What follows belongs to an exercise in optimizing a design on an open flow for small area, a short achievable clock period and few clock cycles per item; a production flow would make more cautious choices. At most, simulation tests tie the RTL to the original design; equivalence was not proved. No functional check of the RTL was part of runs 1 and 2.

### flow/constraint.sdc
create_clock -name core_clock -period 5.0 [get_ports {clk}]
set_input_delay 1.0000 -clock core_clock [delete_from_list [all_inputs] [get_ports {clk}]]
set_output_delay 1.0000 -clock core_clock [all_outputs]
set_load 0.01 [all_outputs]
### flow/config.mk
export PLATFORM = sky130hd
export DESIGN_NAME = friet_ae_32_bits
export DESIGN_NICKNAME = friet_ae_32_bits
export VERILOG_FILES = /design/flow/design.v
export SDC_FILE = /design/flow/constraint.sdc
export NUM_CORES = 4
export LEC_CHECK = 0
export ABC_AREA = 1
export CAP_MARGIN = 20
export CORE_MARGIN = 2
export CORE_UTILIZATION = 40
export SETUP_SLACK_MARGIN = 3.0
export SLEW_MARGIN = 20
### flow/design.v
module friet_permutation_round (a, b, c, rc, new_a, new_b, new_c);
input [127:0] a;
input [127:0] b;
input [127:0] c;
input [4:0] rc;
output [127:0] new_a;
output [127:0] new_b;
output [127:0] new_c;
wire [127:0] cc;
wire [127:0] fm;
wire [127:0] t;
assign cc[0]  = c[0]  ^ (rc[0] & (~rc[4]));
assign cc[4]  = c[4]  ^ (rc[1] & (~rc[4]));
assign cc[8]  = c[8]  ^ (rc[2] & (~rc[4]));
assign cc[12] = c[12] ^ (rc[3] & (~rc[4]));
assign cc[16] = c[16] ^ (rc[0] & rc[4]);
assign cc[20] = c[20] ^ (rc[1] & rc[4]);
assign cc[24] = c[24] ^ (rc[2] & rc[4]);
assign cc[28] = c[28] ^ (rc[3] & rc[4]);
assign cc[3:1]    = c[3:1];
assign cc[7:5]    = c[7:5];
assign cc[11:9]   = c[11:9];
assign cc[15:13]  = c[15:13];
assign cc[19:17]  = c[19:17];
assign cc[23:21]  = c[23:21];
assign cc[27:25]  = c[27:25];
assign cc[127:29] = c[127:29];
assign fm = {a[46:0], a[127:47]} ^ {cc[47:0], cc[127:48]};
assign t = a ^ b ^ cc;
assign new_c = fm ^ a;
assign new_b = fm ^ {a[126:0], a[127]} ^ b;
assign new_a = ({new_c[60:0], new_c[127:61]} & {new_b[91:0], new_b[127:92]}) ^ t;
endmodule
module friet_permutation_rc(rc, new_rc);
input [4:0] rc;
output [4:0] new_rc;
assign new_rc[0] = rc[0] ^ rc[3];
assign new_rc[1] = rc[0];
assign new_rc[2] = rc[1];
assign new_rc[3] = rc[2];
assign new_rc[4] = ~rc[4];
endmodule
module friet_ae_32_bits(clk, arstn, din, din_valid, din_ready, dout, dout_valid, dout_ready);
input clk;
input arstn;
input [31:0] din;
input din_valid;
output din_ready;
output [31:0] dout;
output dout_valid;
input dout_ready;
parameter ROUNDS = 1;
localparam [4:0] RC_START = 5'b01111;
localparam [4:0] RC_LAST = (ROUNDS == 1)  ? 5'b11001 :
                           (ROUNDS == 2)  ? 5'b01100 :
                           (ROUNDS == 3)  ? 5'b10110 : 5'b01011;
localparam [4:0] RC_PEN  = (ROUNDS == 1)  ? 5'b01100 :
                           (ROUNDS == 2)  ? 5'b01011 :
                           (ROUNDS == 3)  ? 5'b01010 : 5'b01110;
reg [31:0] din_q;
reg vld_q;
reg din_ready_q;
reg [2:0] room;
reg start_q;        
wire take = din_valid & din_ready_q;
reg cq_noop;        
reg cq_clear;       
reg [4:0] cq_op;    
reg sq_zero;        
reg sq_gt16;        
reg sq_rnz;         
reg [3:0] sq_lastpos;
reg [2:1] sq_pmask;
reg [2:0] sq_blkn;
reg [2:0] sq_amt;      
wire [3:0] din_low_m1 = din[3:0] - 4'd1;
wire din_gt16 = (din[31:5] != 27'd0) | (din[4] & (din[3:0] != 4'd0));
wire [1:0] nm1_small = din_low_m1[3:2];
wire [3:0] lp_small = {nm1_small == 2'd3, nm1_small == 2'd2, nm1_small == 2'd1, nm1_small == 2'd0};
wire [2:0] n_small = {1'b0, nm1_small} + 3'd1;
always @(posedge clk) begin
    din_q <= din;
    cq_noop <= ~((din[7:0] >= 8'h01) & (din[7:0] <= 8'h05));
    cq_clear <= (din[7:0] == 8'h00);
    cq_op <= {din[2:0] == 3'd5, din[2:0] == 3'd4, din[2:0] == 3'd3, din[2:0] == 3'd2, din[2:0] == 3'd1};
    sq_zero <= (din == 32'd0);
    sq_gt16 <= din_gt16;
    sq_rnz <= ~din_gt16 & (din[1:0] != 2'b00);
    sq_lastpos <= din_gt16 ? 4'b1000 : lp_small;
    sq_pmask[1] <= (din[1:0] != 2'b01);
    sq_pmask[2] <= (din[1:0] == 2'b11);
    sq_blkn <= din_gt16 ? 3'd4 : n_small;
    sq_amt <= din_gt16 ? 3'd4 : (n_small + 3'd2);
end
wire [1:0] inc;
wire data_grant;
wire size_grant;
wire [2:0] data_amt;
wire [2:0] room_m1 = room - 3'd1;
wire [2:0] room_p1 = room + 3'd1;
wire [2:0] room_p2 = room + 3'd2;
always @(posedge clk or negedge arstn) begin
    if (arstn == 1'b0) begin
        vld_q <= 1'b0;
        room <= 3'd0;
        din_ready_q <= 1'b0;
        start_q <= 1'b1;
    end else begin
        start_q <= 1'b0;
        vld_q <= take;
        if (start_q == 1'b1) begin
            room <= 3'd2;
        end else if (data_grant == 1'b1 || size_grant == 1'b1) begin
            room <= data_amt;
        end else begin
            case ({inc, take})
                3'b001 : room <= room_m1;
                3'b010, 3'b101 : room <= room_p1;
                3'b100 : room <= room_p2;
                default : room <= room;
            endcase
        end
        din_ready_q <= start_q | data_grant | size_grant | (inc != 2'b00) | (take ? (room[2:1] != 2'b00) : din_ready_q);
    end
end
assign din_ready = din_ready_q;
reg p_size, p_data, p_orw;
wire p_cmd = ~(p_size | p_data | p_orw);
reg o_abs, o_enc, o_dec, o_gtag, o_vtag;
reg busy;
reg clr_n;
wire clr = ~clr_n;   
reg pad0_pend;
reg pad0_abs;       
reg granted;
reg dec16_pend;
reg gblk_done;      
reg gtag_done;
reg orw_done;
reg [31:0] ctr;
reg gt16;           
reg [1:0] widx;
reg [4:0] rc;
reg [383:0] state;
reg [31:0] acc;
reg [31:0] reg_dout;
reg reg_dout_valid;
wire o_data = o_abs | o_enc | o_dec | o_vtag;
wire o_dup = o_abs | o_enc | o_dec;
wire [3:0] ctr_low_m1 = ctr[3:0] - 4'd1;
wire [1:0] nm1 = gt16 ? 2'd3 : ctr_low_m1[3:2];
reg [3:0] lastpos;
reg [3:1] pmask;
reg r_nz;           
reg [2:0] blk_n;
reg size_step_d;
always @(posedge clk) begin
    if (size_step == 1'b1) begin
        lastpos <= sq_lastpos;
        pmask[2:1] <= sq_pmask;
        r_nz <= sq_rnz;
        blk_n <= sq_blkn;
    end else begin
        lastpos <= {nm1 == 2'd3, nm1 == 2'd2, nm1 == 2'd1, nm1 == 2'd0};
        pmask[1] <= (ctr[1:0] != 2'b01);
        pmask[2] <= (ctr[1:0] == 2'b11);
        r_nz <= ~gt16 & (ctr[1:0] != 2'b00);
        blk_n <= {1'b0, nm1} + 3'd1;
    end
    pmask[3] <= 1'b0;
    size_step_d <= size_step;
end
wire final_blk = ~gt16;
reg [3:0] widx_1h;
reg lw_q;
reg part_q;
reg [3:1] bm_q;
reg [15:0] we_q;
reg [11:0] ip_q;
reg [3:0] np_q;
wire adv;
wire [3:0] widx_1h_n = size_step ? 4'b0001 :
                       adv ? (lw_q ? 4'b0001 : {widx_1h[2:0], 1'b0}) : widx_1h;
wire lw_n = |(widx_1h_n & lastpos);
wire part_n = lw_n & r_nz;
wire fe_n = final_blk & lw_n & ~r_nz;
wire [3:1] bm_n = {~part_n, ~part_n | pmask[2], ~part_n | pmask[1]};
wire [3:1] pb_n = {part_n & pmask[2], part_n & pmask[1] & ~pmask[2], part_n & ~pmask[1]};
integer jj, kk;
always @(posedge clk) begin
    widx_1h <= widx_1h_n;
    lw_q <= lw_n;
    part_q <= part_n;
    bm_q <= bm_n;
    for (jj = 0; jj < 4; jj = jj + 1) begin
        we_q[4*jj] <= widx_1h_n[jj] & o_dup;
        for (kk = 1; kk < 4; kk = kk + 1) begin
            we_q[4*jj+kk] <= widx_1h_n[jj] & o_dup & bm_n[kk];
            ip_q[3*jj+kk-1] <= widx_1h_n[jj] & o_dup & pb_n[kk];
        end
        np_q[jj] <= widx_1h_n[jj] & o_dup & (fe_n | (gt16 & (jj == 3)));
    end
end
wire last_w = lw_q;
wire op_last_w = final_blk & lw_q;
wire [31:0] mask = {{8{bm_q[3]}}, {8{bm_q[2]}}, {8{bm_q[1]}}, 8'hff};
wire s_idle = ~busy & ~clr & ~pad0_pend;
wire dstep = vld_q & p_data;
reg emit_ok_q;
always @(posedge clk or negedge arstn) begin
    if (arstn == 1'b0) begin
        emit_ok_q <= 1'b0;
    end else begin
        emit_ok_q <= p_data & o_gtag & s_idle & ~size_step;
    end
end
wire emit = emit_ok_q & p_data & ~busy & ~gblk_done & dout_ready;
assign adv = dstep | emit;
reg [31:0] wsel;
always @(*) begin
    case (widx)
        2'd0 : wsel = state[31:0];
        2'd1 : wsel = state[63:32];
        2'd2 : wsel = state[95:64];
        default : wsel = state[127:96];
    endcase
end
wire npad0 = final_blk ? o_abs : ~o_abs;
wire spad_en = gblk_done | (dstep & o_vtag & last_w);
wire zpad_en = pad0_pend & ~busy & ~clr;
reg [159:0] rate_x;
integer j, k;
always @(*) begin
    rate_x = 160'd0;
    for (j = 0; j < 4; j = j + 1) begin
        for (k = 0; k < 4; k = k + 1) begin
            rate_x[32*j+8*k +: 8] = {8{dstep & we_q[4*j+k]}} &
                (o_dec ? (din_q[8*k +: 8] ^ state[32*j+8*k +: 8]) : din_q[8*k +: 8]);
        end
        for (k = 1; k < 4; k = k + 1) begin
            rate_x[32*j+8*k]     = rate_x[32*j+8*k]     ^ (dstep & ip_q[3*j+k-1] & o_abs);
            rate_x[32*j+8*k + 1] = rate_x[32*j+8*k + 1] ^ (dstep & ip_q[3*j+k-1]);
        end
    end
    for (j = 0; j < 4; j = j + 1) begin
        rate_x[32*(j+1)]     = rate_x[32*(j+1)]     ^ (dstep & np_q[j] & npad0);
        rate_x[32*(j+1) + 1] = rate_x[32*(j+1) + 1] ^ (dstep & np_q[j]);
    end
    rate_x[0] = rate_x[0] ^ (zpad_en & pad0_abs);
    rate_x[1] = rate_x[1] ^ zpad_en ^ spad_en;
end
wire start_perm = (dstep & last_w) | gblk_done | zpad_en;
wire [127:0] ra [0:ROUNDS];
wire [127:0] rb [0:ROUNDS];
wire [127:0] rcc [0:ROUNDS];
wire [4:0] rrc [0:ROUNDS];
assign ra[0] = state[127:0];
assign rb[0] = state[255:128];
assign rcc[0] = state[383:256];
assign rrc[0] = rc;
genvar g;
generate
    for (g = 0; g < ROUNDS; g = g + 1) begin : rounds
        friet_permutation_round round_g(
            .a(ra[g]), .b(rb[g]), .c(rcc[g]), .rc(rrc[g]),
            .new_a(ra[g+1]), .new_b(rb[g+1]), .new_c(rcc[g+1]));
        friet_permutation_rc rc_g(.rc(rrc[g]), .new_rc(rrc[g+1]));
    end
endgenerate
wire [383:0] state_round = {rcc[ROUNDS], rb[ROUNDS], ra[ROUNDS]};
wire [4:0] rc_next = rrc[ROUNDS];
always @(posedge clk) begin
    if (clr == 1'b1) begin
        state <= 384'd0;
    end else if (busy == 1'b1) begin
        state <= state_round;
    end else begin
        state[159:0] <= state[159:0] ^ rate_x;
    end
end
always @(posedge clk) begin
    if (busy == 1'b0) begin
        rc <= RC_START;
    end else begin
        rc <= rc_next;
    end
end
wire cmd_step = vld_q & p_cmd;
wire [7:0] cmd = din_q[7:0];
wire cmd_clear = cmd_step & cq_clear;
wire cmd_op = ~cq_noop;
wire size_step = vld_q & p_size;
wire size_zero = sq_zero;
always @(posedge clk or negedge arstn) begin
    if (arstn == 1'b0) begin
        busy <= 1'b0;
    end else if (cmd_clear == 1'b1) begin
        busy <= 1'b0;
    end else if (start_perm == 1'b1) begin
        busy <= 1'b1;
    end else if (busy == 1'b1 && rc == RC_LAST) begin
        busy <= 1'b0;
    end
end
always @(posedge clk or negedge arstn) begin
    if (arstn == 1'b0) begin
        clr_n <= 1'b0;
    end else begin
        clr_n <= ~cmd_clear;
    end
end
always @(posedge clk or negedge arstn) begin
    if (arstn == 1'b0) begin
        pad0_pend <= 1'b0;
    end else if (cmd_clear == 1'b1) begin
        pad0_pend <= 1'b0;
    end else if (size_step == 1'b1 && size_zero == 1'b1 && o_dup == 1'b1) begin
        pad0_pend <= 1'b1;
    end else if (zpad_en == 1'b1) begin
        pad0_pend <= 1'b0;
    end
end
always @(posedge clk) begin
    if (size_step == 1'b1 && size_zero == 1'b1 && o_dup == 1'b1) begin
        pad0_abs <= o_abs;
    end
end
wire blk_end = (dstep | emit) & last_w;
wire op_end = (dstep | emit) & op_last_w;
always @(posedge clk or negedge arstn) begin
    if (arstn == 1'b0) begin
        p_size <= 1'b0;
        p_data <= 1'b0;
        p_orw <= 1'b0;
    end else begin
        p_size <= (p_size & ~vld_q) | (cmd_step & cmd_op);
        p_data <= (p_data & ~op_end) | (size_step & ~size_zero);
        p_orw <= (p_orw & ~dout_ready) | (op_end & o_vtag);
    end
end
always @(posedge clk) begin
    if (cmd_step == 1'b1) begin
        o_abs <= cq_op[0];
        o_enc <= cq_op[1];
        o_dec <= cq_op[2];
        o_gtag <= cq_op[3];
        o_vtag <= cq_op[4];
    end
end
reg borrow_q;
always @(posedge clk) begin
    if (size_step == 1'b1) begin
        ctr <= din_q;
    end else begin
        if (dec16_pend == 1'b1) begin
            ctr[17:4] <= ctr[17:4] - 14'd1;
        end
        if (borrow_q == 1'b1) begin
            ctr[31:18] <= ctr[31:18] - 14'd1;
        end
    end
    borrow_q <= dec16_pend & (ctr[17:4] == 14'd0);
    gt16 <= size_step ? sq_gt16 : ((ctr[31:5] != 27'd0) | (ctr[4] & (ctr[3:0] != 4'd0)));
end
always @(posedge clk or negedge arstn) begin
    if (arstn == 1'b0) begin
        dec16_pend <= 1'b0;
        gblk_done <= 1'b0;
    end else begin
        dec16_pend <= blk_end & ~final_blk;
        gblk_done <= emit & last_w;
    end
end
always @(posedge clk) begin
    if (size_step == 1'b1) begin
        widx <= 2'd0;
    end else if (adv == 1'b1) begin
        widx <= last_w ? 2'd0 : widx + 2'd1;
    end
end
wire s_ready_soon = ~clr & ~pad0_pend & (~busy | rc == RC_PEN | rc == RC_LAST);
assign data_grant = p_data & o_data & ~granted & s_ready_soon;
assign size_grant = size_step & ~sq_zero & o_data & s_ready_soon;
always @(posedge clk) begin
    if (size_step == 1'b1) begin
        granted <= size_grant;
    end else if (dstep == 1'b1 && last_w == 1'b1) begin
        granted <= 1'b0;
    end else if (data_grant == 1'b1) begin
        granted <= 1'b1;
    end
end
always @(posedge clk or negedge arstn) begin
    if (arstn == 1'b0) begin
        gtag_done <= 1'b0;
        orw_done <= 1'b0;
    end else begin
        gtag_done <= emit & op_last_w;
        orw_done <= p_orw & dout_ready;
    end
end
reg [2:0] blk_amt;
always @(posedge clk) begin
    blk_amt <= size_step ? (o_vtag ? sq_blkn : sq_amt) : (blk_n + {final_blk & ~o_vtag, 1'b0});
end
assign data_amt = size_step ? (o_vtag ? sq_blkn : sq_amt) : blk_amt;
assign inc = {(size_step & sq_zero & ~o_dup) | zpad_en | gtag_done | orw_done, cmd_step & cq_noop};
wire [31:0] w_m = (o_vtag | o_gtag) ? (wsel & mask) : wsel;
wire [31:0] w_x = o_gtag ? w_m : (din_q ^ w_m);
wire [31:0] out_word = (o_enc | o_dec) ? (w_x & mask) : w_x;
always @(posedge clk) begin
    if (size_step == 1'b1) begin
        acc <= 32'd0;
    end else if (dstep == 1'b1 && o_vtag == 1'b1) begin
        acc <= acc | w_x;
    end
end
always @(posedge clk) begin
    if (p_orw == 1'b1) begin
        reg_dout <= acc;
    end else begin
        reg_dout <= out_word;
    end
end
always @(posedge clk or negedge arstn) begin
    if (arstn == 1'b0) begin
        reg_dout_valid <= 1'b0;
    end else begin
        reg_dout_valid <= (dstep & ~o_abs) | emit | (p_orw & dout_ready);
    end
end
assign dout = reg_dout;
assign dout_valid = reg_dout_valid;
endmodule
### flow/run.sh
#!/bin/bash
# synth_recipe.tcl (not shown) runs the flow's synth.tcl, then flattens the netlist and writes it again
# the make line also repeats each setting of config.mk as NAME=value (left out here)
make -C /OpenROAD-flow-scripts/flow DESIGN_CONFIG=/design/flow/config.mk WORK_HOME=/design/flow/orfs CLKGATE_MAP_FILE= SYNTH_SCRIPT=/design/flow/synth_recipe.tcl finish
==> impl_metrics.tcl, run 1 <==
set metrics [dict create \
    outcome "finished clean" \
    cts.path.max_buffers 3 \
    start_kind "register" \
    netlist_instances 4464 \
    r2r_slack_ns 2.88 \
    rows 108 \
    grt_max_degree 166 \
    port_buffers 69 \
    crit_slowest_cell "dfrtp_1" \
    cp_cell_sequence "buf_6" \
    dpl_cell_area_sq_um 36200 \
    ys_ff_latch 618 \
    firstDrtPassIters 6 \
    cp_num_cells 1 \
    dp_hpwl_microns 95700 \
    cp.arrival_ns 1.14 \
    fmax_ghz 0.467 \
    core_sq_um 86300 \
    critical_path_class "register to output port" \
    yosysWarnings 1 \
    worstSkewPairLatency_ns 0.63 \
    dpl.cell_count 5457 \
    fin_cells 5773 \
    fill_cells 7969 \
    critPathTopFamily "flip-flops" \
    syn_area_sq_um 34700 \
    drc 0 \
    path_clk_slew_ns 0.06 \
    crit_fanout 2 \
    drive_above_1_share_pct 17.2 \
    async_flop_share_pct 2.91 \
    tightest_slew_ns 1.07 \
    rsz0062_at_grt "yes" \
    initial_core_util_pct 40.2 \
    antenna_left 0 \
    track_usage_pct 30.1 \
    critPathBufInv 1 \
    layout.nets 4614 \
    cts_root_buf "clkbuf_16" \
    fin_skew_ns 0.0344 \
    first_iter_violations 4459 \
    ios 70 \
    setup_tns_ns 0 \
    finalWeightedCongestion 0.976 \
    syn_area_per_cell_sq_um 7.78 \
    min_path_type "register to register" \
    place_worst_setup_slack_ns 1.72 \
    slew_violations 0 \
    cp_data_required_time_ns 4.00 \
    die_width_microns 299 \
    fp.dieArea_sq_um 89200 \
    postLayoutCellArea_sq_um 43200 \
    whs_ns 0.405 \
    cts_buffers 70 \
    yosysSeqAreaShare_pct 37.0 \
    syn2layout_area_growth_pct 24.4 \
    finalCritPeriodShare_pct 42.8 \
    worstHoldPathCells 0 \
    overflow 0 \
    fin_ws_ns 2.86 \
    antenna_found_initial 4 \
    wl_microns 144000 \
    vias_per_cell 5.56 \
    slew_headroom_pct 28.7 \
    htreeDepth 3 \
    grt_pass1_wl_microns 198000 \
    r2r_cells 11 \
    endpoint_kind "output port" \
    critPathMaxStageDelay_ns 0.39 \
    die_y_microns 299 \
    setup_viol 0 \
    fin_crit_ns 2.14 \
    drv_cap 0 \
    num_vias 32125 \
    synth.distinct_cells 49 \
    grt_pass1_vias 29068 \
    numClockSinks 618 \
    synth_ff_type "dfxtp_1" \
    syn_nets 4519 \
    synth-edff-count 39 \
    wl_per_cell_microns 24.9 \
    cts_tree "yes" \
    hold_viol 0 \
]
==> flip-flops by register name (all words and copies together), names as in the netlist, 4 cells and up <==
name / count
reg_dout: 32
din_q: 32
acc: 32
rc: 5
we_q: 16
lastpos: 4
ip_q: 12
cq_op: 5
widx_1h: 4
sq_lastpos: 4
np_q: 4
ctr: 32
state: 384
==> final timing paths <==
kind	to	startpoint
worst max register to register	acc[6]$_SDFFE_PN0P_	widx[1]$_SDFFE_PN0P_
max in group asynchronous	busy$_DFFE_PN0P_	arstn
worst min register to register	o_enc$_DFFE_PN_	cq_op[1]$_DFF_P_
min in group asynchronous	busy$_DFFE_PN0P_	arstn
worst min-delay path	o_enc$_DFFE_PN_	cq_op[1]$_DFF_P_
worst max-delay path	din_ready	din_ready_q$_DFF_PN0_
==> cell type report <==
| class | instances | area [sq um] | share of cell area [%] |
|---|---|---|---|
| inverter | 510 | 2040 | 4.73 |
| clock inverter | 31 | 335 | 0.776 |
| sequential | 618 | 12900 | 29.9 |
| antenna | 3 | 7.51 | 0.0174 |
| multi-input combinational | 3073 | 21200 | 49.0 |
| timing repair buffer | 286 | 3260 | 7.54 |
| tap | 1155 | 1450 | 3.34 |
| clock buffer | 97 | 2030 | 4.69 |
==> per-layer routing <==
metal  wire length (microns)  vias to the layer above  global-route usage, %
li1                        -                    14505                      -
met3                   16600                      510                   6.52
met2                   60100                     2041                   45.4
met5                       0                        -                      0
met1                   54000                    15069                   38.4
met4                   12800                        0                   20.4
==> cell usage in the layout, fill, tap and decap left out, types with 13 or more instances in the layout <==
cell           synthesis  final
a21oi_2                0     21
inv_1                504    471
nor2_4                12     27
buf_4                  0    124
xor2_2                 0     15
o21ai_0              469    398
o221ai_4               0     14
nand2_2                2     29
dlygate4sd2_1          0     14
a21oi_1              245    224
nand3_4                0     14
a31oi_1               75     70
xor2_1               461    437
edfxtp_1              39     39
nand2_1              675    626
nand3_1              114     79
o21ai_1                5     56
nand2_4                2     23
nor2_1               226    179
nand4_1               14     14
a22o_1                77     77
or2_2                 16     14
clkinvlp_4             0     23
dfxtp_2                0     40
xnor2_1              483    455
dfxtp_1              561    517
nand3_2                2     23
o21ai_2                0     16
o211ai_1              56     56
buf_6                  1     64
clkbuf_1             193     13
xnor2_2                0     18
clkbuf_16              0     80
nor2_2                 8     40
ha_1                  19     14
buf_12                 1     34
==> stage by stage <==
stage | util (%)
after floorplan | -
after global placement | 41.9
after detailed placement | 41.9
after CTS | 46.8
after global routing | 50.0
final | 50.0
==> cells by family after synthesis <==
kind of cell | after synthesis | synth area share (%)
adders and majority gates | 19 | 0.685
buffers and inverters | 776 | 8.66
xor gates and xnor gates | 944 | 23.8
and+or+nand+nor | 1109 | 13.4
other | 1 | 0.0108
AOI/OAI and AO/OA | 997 | 16.4
DFF | 618 | 37.0
==> cell usage after synthesis, types with 3 or more instances <==
| cell type | n | share of area, % |
|---|---|---|
| a211oi_1 | 8 | 0.17 |
| a21oi_1 | 245 | 3.5 |
| a22o_1 | 77 | 1.9 |
| a22oi_1 | 3 | 0.065 |
| a31oi_1 | 75 | 1.4 |
| a32o_1 | 4 | 0.12 |
| buf_1 | 15 | 0.16 |
| buf_2 | 56 | 0.81 |
| clkbuf_1 | 193 | 2.1 |
| dfrtp_1 | 17 | 1.2 |
| dfxtp_1 | 561 | 32 |
| edfxtp_1 | 39 | 3.4 |
| ha_1 | 19 | 0.68 |
| inv_1 | 504 | 5.4 |
| inv_2 | 5 | 0.054 |
| nand2_1 | 675 | 7.3 |
| nand3_1 | 114 | 1.6 |
| nand3b_1 | 4 | 0.086 |
| nand4_1 | 14 | 0.25 |
| nor2_1 | 226 | 2.4 |
| nor2_2 | 8 | 0.14 |
| nor2_4 | 12 | 0.39 |
| nor2_8 | 4 | 0.23 |
| nor3_1 | 20 | 0.29 |
| nor4_1 | 5 | 0.090 |
| o211ai_1 | 56 | 1.2 |
| o21a_1 | 4 | 0.086 |
| o21ai_0 | 469 | 6.8 |
| o21ai_1 | 5 | 0.072 |
| o21bai_1 | 3 | 0.065 |
| o221ai_1 | 24 | 0.61 |
| o22ai_1 | 21 | 0.38 |
| or2_2 | 16 | 0.29 |
| xnor2_1 | 483 | 12 |
| xor2_1 | 461 | 12 |
==> what timing repair did <==
| action | in CTS | in global routing |
|---|---|---|
| setup endpoints to repair | 571 | 274 |
| pin swaps | 52 | 166 |
| cloned | 8 | 8 |
| buffers inserted | 76 | 93 |
| gates resized for setup | 404 | 443 |
| hold buffers | 0 | 0 |
==> inputs of run 2 (changes only) <==
--- a/flow/config.mk
+++ b/flow/config.mk
@@ -11,3 +11,3 @@
 export CORE_UTILIZATION = 40
-export SETUP_SLACK_MARGIN = 3.0
+export SETUP_SLACK_MARGIN = 2.9
 export SLEW_MARGIN = 20
==> impl_metrics.tcl, run 2 <==
set metrics [dict create \
    cts_root_buf "clkbuf_16" \
    fin_skew_ns 0.0364 \
    async_flop_share_pct 2.91 \
    final_cell_mix "nand2_1, dfxtp_1, inv_1" \
    ff_latch_area_sq_um 12900 \
    antenna_left 0 \
    cts.path.max_buffers 3 \
    slew_violations 0 \
    finalWeightedCongestion 0.988 \
    cp.arrival_ns 2.81 \
    worstHoldPathCells 0 \
    netlist_instances 4464 \
    slew_headroom_pct 31.2 \
    fp.dieArea_sq_um 89200 \
    core_sq_um 86300 \
    yosysTopAreaCell "dfxtp_1" \
    first_iter_violations 4314 \
    antenna_found_initial 2 \
    wl_per_cell_microns 24.7 \
    cp_data_required_time_ns 5.59 \
    syn_nets 4519 \
    r2r_cells 10 \
    drive_above_1_share_pct 11.9 \
    synth-edff-count 39 \
    num_vias 31702 \
    fmax_ghz 0.451 \
    firstDrtPassIters 8 \
    crit_fanout 6 \
    ios 70 \
    syn_area_sq_um 34700 \
    grt_pass1_vias 28804 \
    rsz0062_at_grt "yes" \
    use_met2_pct 45.5 \
    endpoint_kind "register" \
    drv_cap 0 \
    initial_core_util_pct 40.2 \
    synth_most_common_cell "nand2_1" \
    rows 108 \
    layout.nets 4543 \
    dpl.cell_count 5458 \
    use_met1_pct 38.3 \
    yosysSeqAreaShare_pct 37.0 \
    grt_use_met3_pct 6.34 \
    overflow 0 \
    setup_viol 0 \
    vias_per_cell 5.56 \
    tightest_slew_ns 1.03 \
    min_path_type "register to register" \
    worstSkewPairLatency_ns 0.66 \
    wl_microns 141000 \
    finalCritPeriodShare_pct 44.3 \
    path_clk_slew_ns 0.06 \
    outcome "finished clean" \
    dpl_cell_area_sq_um 36200 \
    setup_tns_ns 0 \
    syn_area_per_cell_sq_um 7.78 \
    cts_buffers 70 \
    synth.distinct_cells 49 \
    htreeDepth 3 \
    critical_path_class "register to register" \
    regMostFlops "state" \
    synth_top_area_share_pct 32.3 \
    fin_crit_ns 2.22 \
    hold_viol 0 \
    synthTopCellsByCount "nand2_1, dfxtp_1, inv_1" \
    busiest_layer "met2" \
    drc 0 \
    track_usage_pct 30.1 \
    largest_register_ffs 384 \
    cts_tree "yes" \
    multi_input_area_sq_um 20000 \
    postLayoutCellArea_sq_um 41200 \
    die_width_microns 299 \
    start_kind "register" \
    yosysWarnings 1 \
    fill_cells 8332 \
    grt_pass1_wl_microns 198000 \
    numClockSinks 618 \
    syn2layout_area_growth_pct 18.5 \
    whs_ns 0.393 \
    ys_ff_latch 618 \
    layout_commonest_cell "nand2_1" \
    synth_ff_type "dfxtp_1" \
    port_buffers 69 \
    grt_max_degree 144 \
    die_y_microns 299 \
    synthTopCellsByArea "dfxtp_1, xnor2_1, xor2_1" \
    fin_cells 5701 \
    dp_hpwl_microns 97200 \
]
run 2: area by class of cell:
| type | count | share of cell area (%) |
|---|---|---|
| Inverter | 510 | 4.89 |
| Clock inverter | 34 | 1.00 |
| Antenna cell | 4 | 0.0243 |
| Multi-Input combinational cell | 3075 | 48.5 |
| Timing Repair Buffer | 212 | 5.92 |
| Tap cell | 1155 | 3.51 |
| Timing Repair inverter | 1 | 0.0213 |
| Clock buffer | 92 | 4.80 |
| Sequential cell | 618 | 31.3 |
run 2: through the flow:
| stage | util (%) | setup WS (ns) |
|---|---|---|
| floorplan | - | 2.77 |
| global placement | 41.9 | 1.69 |
| detailed placement | 41.9 | 1.71 |
| CTS | 46.2 | 2.77 |
| global route | 47.7 | 2.77 |
| finish | 47.7 | 2.78 |
run 2: path summary, 6_finish.rpt:
kind,startpoint,endpoint,slack (ns)
hold / removal,cq_op[3]$_DFF_P_,o_gtag$_DFFE_PN_,0.39
max in group asynchronous,arstn,busy$_DFFE_PN0P_,3.45
min in group asynchronous,arstn,reg_dout_valid$_DFF_PN0_,0.87
hold reg to reg,cq_op[3]$_DFF_P_,o_gtag$_DFFE_PN_,0.39
setup / recovery,widx[0]$_SDFFE_PN0P_,acc[20]$_SDFFE_PN0P_,2.78
setup reg to reg,widx[0]$_SDFFE_PN0P_,acc[20]$_SDFFE_PN0P_,2.78
run 2: logic make-up after synthesis:
family / after synthesis / share of synthesized area [%]
other: 1 / 0.0108
buffers and inverters: 776 / 8.66
DFF: 618 / 37.0
AOI/OAI and AO/OA: 997 / 16.4
adders and majority gates: 19 / 0.685
and+or+nand+nor: 1109 / 13.4
xor gates and xnor gates: 944 / 23.8
run 2: layer usage:
metal | part of all wire (%) | vias to the layer above
li1 | - | 14365
met1 | 38 | 14916
met2 | 42 | 1957
met3 | 11 | 464
met4 | 8.5 | 0
met5 | 0 | -
run 2: timing repair:
| action | 4_1_cts | 5_1_grt |
|---|---|---|
| gates resized for setup | 318 | 179 |
| hold buffers | 0 | 0 |
| pin swaps | 26 | 58 |
| gates cloned | 10 | 5 |
| endpoints found under the setup margin | 546 | 406 |
| setup buffers | 48 | 50 |
| endpoints found under the hold margin | 0 | 0 |
run 2: critical path, cell delays in order, from the launching register on:
cell and delay (ns):
dfxtp_2 0.36, inv_4 0.09, ha_4 0.14, clkinvlp_4 0.16, buf_12 0.19, buf_4 0.20
o221ai_1 0.26, nand3_2 0.16, xnor2_4 0.39, nand2_1 0.09, a21oi_1 0.12
==> inputs of run 3 (changes only) <==
--- a/flow/design.v
+++ b/flow/design.v
@@ -63,3 +63,2 @@
 reg [2:0] room;
-reg start_q;        
 wire take = din_valid & din_ready_q;
@@ -74,8 +73,5 @@
 reg [2:0] sq_blkn;
-reg [2:0] sq_amt;      
 wire [3:0] din_low_m1 = din[3:0] - 4'd1;
 wire din_gt16 = (din[31:5] != 27'd0) | (din[4] & (din[3:0] != 4'd0));
-wire [1:0] nm1_small = din_low_m1[3:2];
-wire [3:0] lp_small = {nm1_small == 2'd3, nm1_small == 2'd2, nm1_small == 2'd1, nm1_small == 2'd0};
-wire [2:0] n_small = {1'b0, nm1_small} + 3'd1;
+wire [1:0] din_nm1 = din_gt16 ? 2'd3 : din_low_m1[3:2];
 always @(posedge clk) begin
@@ -88,7 +84,6 @@
     sq_rnz <= ~din_gt16 & (din[1:0] != 2'b00);
-    sq_lastpos <= din_gt16 ? 4'b1000 : lp_small;
+    sq_lastpos <= {din_nm1 == 2'd3, din_nm1 == 2'd2, din_nm1 == 2'd1, din_nm1 == 2'd0};
     sq_pmask[1] <= (din[1:0] != 2'b01);
     sq_pmask[2] <= (din[1:0] == 2'b11);
-    sq_blkn <= din_gt16 ? 3'd4 : n_small;
-    sq_amt <= din_gt16 ? 3'd4 : (n_small + 3'd2);
+    sq_blkn <= {1'b0, din_nm1} + 3'd1;
 end
@@ -98,5 +93,3 @@
 wire [2:0] data_amt;
-wire [2:0] room_m1 = room - 3'd1;
-wire [2:0] room_p1 = room + 3'd1;
-wire [2:0] room_p2 = room + 3'd2;
+wire [2:0] room_inc = room + {1'b0, inc};
 always @(posedge clk or negedge arstn) begin
@@ -104,21 +97,14 @@
         vld_q <= 1'b0;
-        room <= 3'd0;
-        din_ready_q <= 1'b0;
-        start_q <= 1'b1;
+        room <= 3'd2;
+        din_ready_q <= 1'b1;
     end else begin
-        start_q <= 1'b0;
         vld_q <= take;
-        if (start_q == 1'b1) begin
-            room <= 3'd2;
-        end else if (data_grant == 1'b1 || size_grant == 1'b1) begin
+        if (data_grant == 1'b1 || size_grant == 1'b1) begin
             room <= data_amt;
+        end else if (take == 1'b1) begin
+            room <= room_inc - 3'd1;
         end else begin
-            case ({inc, take})
-                3'b001 : room <= room_m1;
-                3'b010, 3'b101 : room <= room_p1;
-                3'b100 : room <= room_p2;
-                default : room <= room;
-            endcase
+            room <= room_inc;
         end
-        din_ready_q <= start_q | data_grant | size_grant | (inc != 2'b00) | (take ? (room[2:1] != 2'b00) : din_ready_q);
+        din_ready_q <= data_grant | size_grant | (inc != 2'b00) | (take ? (room[2:1] != 2'b00) : din_ready_q);
     end
@@ -126,8 +112,6 @@
 assign din_ready = din_ready_q;
-reg p_size, p_data, p_orw;
-wire p_cmd = ~(p_size | p_data | p_orw);
+reg p_cmd, p_size, p_data, p_orw;
 reg o_abs, o_enc, o_dec, o_gtag, o_vtag;
 reg busy;
-reg clr_n;
-wire clr = ~clr_n;   
+reg clr;
 reg pad0_pend;
@@ -208,11 +192,4 @@
 wire dstep = vld_q & p_data;
-reg emit_ok_q;
-always @(posedge clk or negedge arstn) begin
-    if (arstn == 1'b0) begin
-        emit_ok_q <= 1'b0;
-    end else begin
-        emit_ok_q <= p_data & o_gtag & s_idle & ~size_step;
-    end
-end
-wire emit = emit_ok_q & p_data & ~busy & ~gblk_done & dout_ready;
+wire emit_ok = p_data & o_gtag & s_idle & ~gblk_done & ~size_step_d;
+wire emit = emit_ok & dout_ready;
 assign adv = dstep | emit;
@@ -306,5 +283,5 @@
     if (arstn == 1'b0) begin
-        clr_n <= 1'b0;
+        clr <= 1'b1;
     end else begin
-        clr_n <= ~cmd_clear;
+        clr <= cmd_clear;
     end
@@ -331,2 +308,3 @@
     if (arstn == 1'b0) begin
+        p_cmd <= 1'b1;
         p_size <= 1'b0;
@@ -335,2 +313,3 @@
     end else begin
+        p_cmd <= (p_cmd & ~(vld_q & cmd_op)) | (size_step & size_zero) | (op_end & ~o_vtag) | (p_orw & dout_ready);
         p_size <= (p_size & ~vld_q) | (cmd_step & cmd_op);
@@ -401,7 +380,3 @@
 end
-reg [2:0] blk_amt;
-always @(posedge clk) begin
-    blk_amt <= size_step ? (o_vtag ? sq_blkn : sq_amt) : (blk_n + {final_blk & ~o_vtag, 1'b0});
-end
-assign data_amt = size_step ? (o_vtag ? sq_blkn : sq_amt) : blk_amt;
+assign data_amt = size_step ? (sq_blkn + {~sq_gt16 & ~o_vtag, 1'b0}) : (blk_n + {final_blk & ~o_vtag, 1'b0});
 assign inc = {(size_step & sq_zero & ~o_dup) | zpad_en | gtag_done | orw_done, cmd_step & cq_noop};
--- a/flow/config.mk
+++ b/flow/config.mk
@@ -10,4 +10,5 @@
 export CORE_MARGIN = 2
-export CORE_UTILIZATION = 40
-export SETUP_SLACK_MARGIN = 2.9
+export CORE_UTILIZATION = 50
+export PLACE_DENSITY = 0.65
+export SETUP_SLACK_MARGIN = 2.8
 export SLEW_MARGIN = 20
==> impl_metrics.tcl, run 3 <==
set metrics [dict create \
    critPathTopFamily "flip-flops" \
    cts_tree "yes" \
    outcome "finished clean" \
    cts_hold_repair.buffers 0 \
    largest_register_ffs 384 \
    finalWeightedCongestion 1.01 \
    r2r_slack_ns 2.79 \
    syn_area_sq_um 34100 \
    antenna_cells 0 \
    reg2reg_from "p_data$_DFF_PN0_" \
    min_from "cq_op[1]$_DFF_P_" \
    grt_pass1_vias 27774 \
    synth_top_area_share_pct 32.7 \
    cts.path.max_buffers 3 \
    firstDrtPassIters 6 \
    die_y_microns 265 \
    cp_data_required_time_ns 4.00 \
    syn2layout_area_growth_pct 13.0 \
    worstSkewPairLatency_ns 0.64 \
    synthTopCellsByCount "nand2_1, dfxtp_1, o21ai_0, xnor2_1, inv_1" \
    overflow 0 \
    yosysWarnings 1 \
    hold_viol 0 \
    grt_use_met3_pct 7.54 \
    antenna_left 0 \
    path_clk_slew_ns 0.06 \
    async_flop_share_pct 2.77 \
    dpl_cell_area_sq_um 35100 \
    finalCritPeriodShare_pct 45.4 \
    drv_cap 0 \
    crit_fanout 2 \
    synth.distinct_cells 50 \
    cts_root_buf "clkbuf_16" \
    synth-edff-count 39 \
    dpl.cell_count 5078 \
    tightest_slew_ns 0.903 \
    cp_cell_sequence "buf_6" \
    rsz0062_at_grt "yes" \
    min_path_type "register to register" \
    regMostFlops "state" \
    fin_skew_ns 0.0194 \
    fin_cells 5249 \
    multi_input_area_sq_um 19400 \
    fp.dieArea_sq_um 70400 \
    netlist_instances 4385 \
    r2r_cells 7 \
    track_usage_pct 35.7 \
    syn_area_per_cell_sq_um 7.78 \
    slew_headroom_pct 39.6 \
    critPathBufInv 1 \
    wl_per_cell_microns 24.6 \
    critical_path_class "register to output port" \
    use_met2_pct 52.4 \
    core_sq_um 67400 \
    critPathMaxStageDelay_ns 0.54 \
    grt_pass1_wl_microns 185000 \
    use_met1_pct 47.1 \
    initial_core_util_pct 50.6 \
    num_vias 30854 \
    vias_per_cell 5.88 \
    crit_slowest_cell "dfstp_2" \
    first_iter_violations 3852 \
    layout_commonest_cell "nand2_1" \
    layout.nets 4380 \
    synth_ff_type "dfxtp_1" \
    wl_microns 129000 \
    port_buffers 69 \
    final_cell_mix "nand2_1, dfxtp_1, o21ai_0" \
    cp_num_cells 1 \
    ff_latch_area_sq_um 12800 \
    setup_viol 0 \
    postLayoutCellArea_sq_um 38600 \
    endpoint_kind "output port" \
    die_width_microns 265 \
    ios 70 \
    setup_tns_ns 0 \
    synth_most_common_cell "nand2_1" \
    slew_violations 0 \
    fill_cells 6125 \
    rows 95 \
    cp.arrival_ns 1.27 \
    yosysTopAreaCell "dfxtp_1" \
    syn_nets 4441 \
    fmax_ghz 0.440 \
    crit_path_end "din_ready" \
    yosysSeqAreaShare_pct 37.4 \
    drc 0 \
    r2r_end "state[8]$_SDFF_PP0_" \
    busiest_layer "met2" \
    start_kind "register" \
    crit_start "din_ready_q$_DFF_PN1_" \
    cts_buffers 70 \
    drive_above_1_share_pct 8.32 \
    antenna_found_initial 4 \
    numClockSinks 613 \
    htreeDepth 3 \
    dp_hpwl_microns 92400 \
    grt_max_degree 132 \
    ys_ff_latch 613 \
    fin_crit_ns 2.27 \
    synthTopCellsByArea "dfxtp_1, xnor2_1, xor2_1" \
]
run 3: area by class of cell:
| cell class | instances | area share, % |
|---|---|---|
| clock buffers | 99 | 5.17 |
| well taps | 873 | 2.83 |
| inverters | 420 | 4.27 |
| repair buffers | 145 | 3.81 |
| multi-input cells | 3074 | 50.2 |
| clock inverters | 25 | 0.578 |
| flip-flops and latches | 613 | 33.1 |
run 3: repair_timing:
item,CTS,global route
setup buffers,29,14
gates cloned,2,2
gates resized for setup,193,88
pin swaps,14,23
setup endpoints to repair,528,217
run 3: worst min-delay path by stage:
stage	end	slack (ns)	cells after the start
4_1_cts	o_enc$_DFFE_PP_	0.40	0
3_5_place_dp	o_enc$_DFFE_PP_	0.39	0
2_1_floorplan	clr$_DFF_PN1_	0.37	2
6_report	o_enc$_DFFE_PP_	0.40	0
5_1_grt	o_gtag$_DFFE_PP_	0.41	0
3_3_place_gp	o_gtag$_DFFE_PP_	0.39	0
run 3: worst register-to-register path, stage by stage (launching register included):
cell	delay [ns]
dfrtp_2	0.50
nand2_8	0.21
nor2_1	0.72
nand2_1	0.14
xor2_1	0.20
xor2_1	0.16
nand2_1	0.07
a21oi_1	0.14
run 3: through the flow:
stage	util (%)	hold WS (ns)	worst slack (ns)
floorplan	-	0.375	2.80
global placement	52.1	0.388	1.69
detailed placement	52.1	0.389	1.76
CTS	56.5	0.403	2.71
global route	57.2	0.405	2.70
finish	57.2	0.402	2.73
run 3: kinds of logic (layout without fill, tap and decap cells):
kind of cell    after synthesis  in the layout  synth area share (%)
fa+ha+maj                    20             20                 0.755
buf+inv                     699            689                  7.92
mux                           1              1                0.0293
compound gates             1031           1031                  16.6
flops                       613            613                  37.4
simple gates               1119           1120                  14.1
xor+xnor                    902            902                  23.1
run 3: routing by layer:
metal / wire length (microns) / vias up
met5: 13 / -
met4: 10100 / 2
met3: 14600 / 410
met2: 54200 / 1913
met1: 50300 / 14464
li1: - / 14065
Testbench counts of run 3, summed over its fixed seeds: cycles 192,210, bytes 106,199.

[what the ideal ports hide]
How much do the figures lean on ideal ports? The routed layouts below were timed once more, with nothing changed but the port constraints.
Step 1 sets driving cells, clkbuf_16 on the clock port and buf_2 on the other inputs (assumed; they add their load-dependent delay and slew).
Step 2 times the ports against the registers' clock, not the clock port: input delays grow and output delays shrink by t, the midpoint of the rising clock arrivals with the driver on.
Three values: ideal, step 1, step 2; two values: the first two.
| run | shift t [ns] | slack for setup (ns) | worst hold slack (ns) | worst setup path after step 2 | worst slew at a driven data input, ns |
|---|---|---|---|---|---|
| run 1 | 0.682 | 2.859 / 2.792 / 2.337 | 0.405 / 0.405 / 0.405 | input to register | 0.05 |
| run 2 | 0.718 | 2.783 / 2.727 / 2.256 | 0.393 / 0.393 / 0.393 | input to register | 0.04 |
| run 3 | 0.704 | 2.729 / 2.660 / 2.241 | 0.402 / 0.402 / 0.402 | input to register | 0.03 |
After both steps every run listed still meets setup and hold. The setup slack of run 2, which loses most, moves by -0.056 ns with the drivers and by -0.527 ns with both steps.
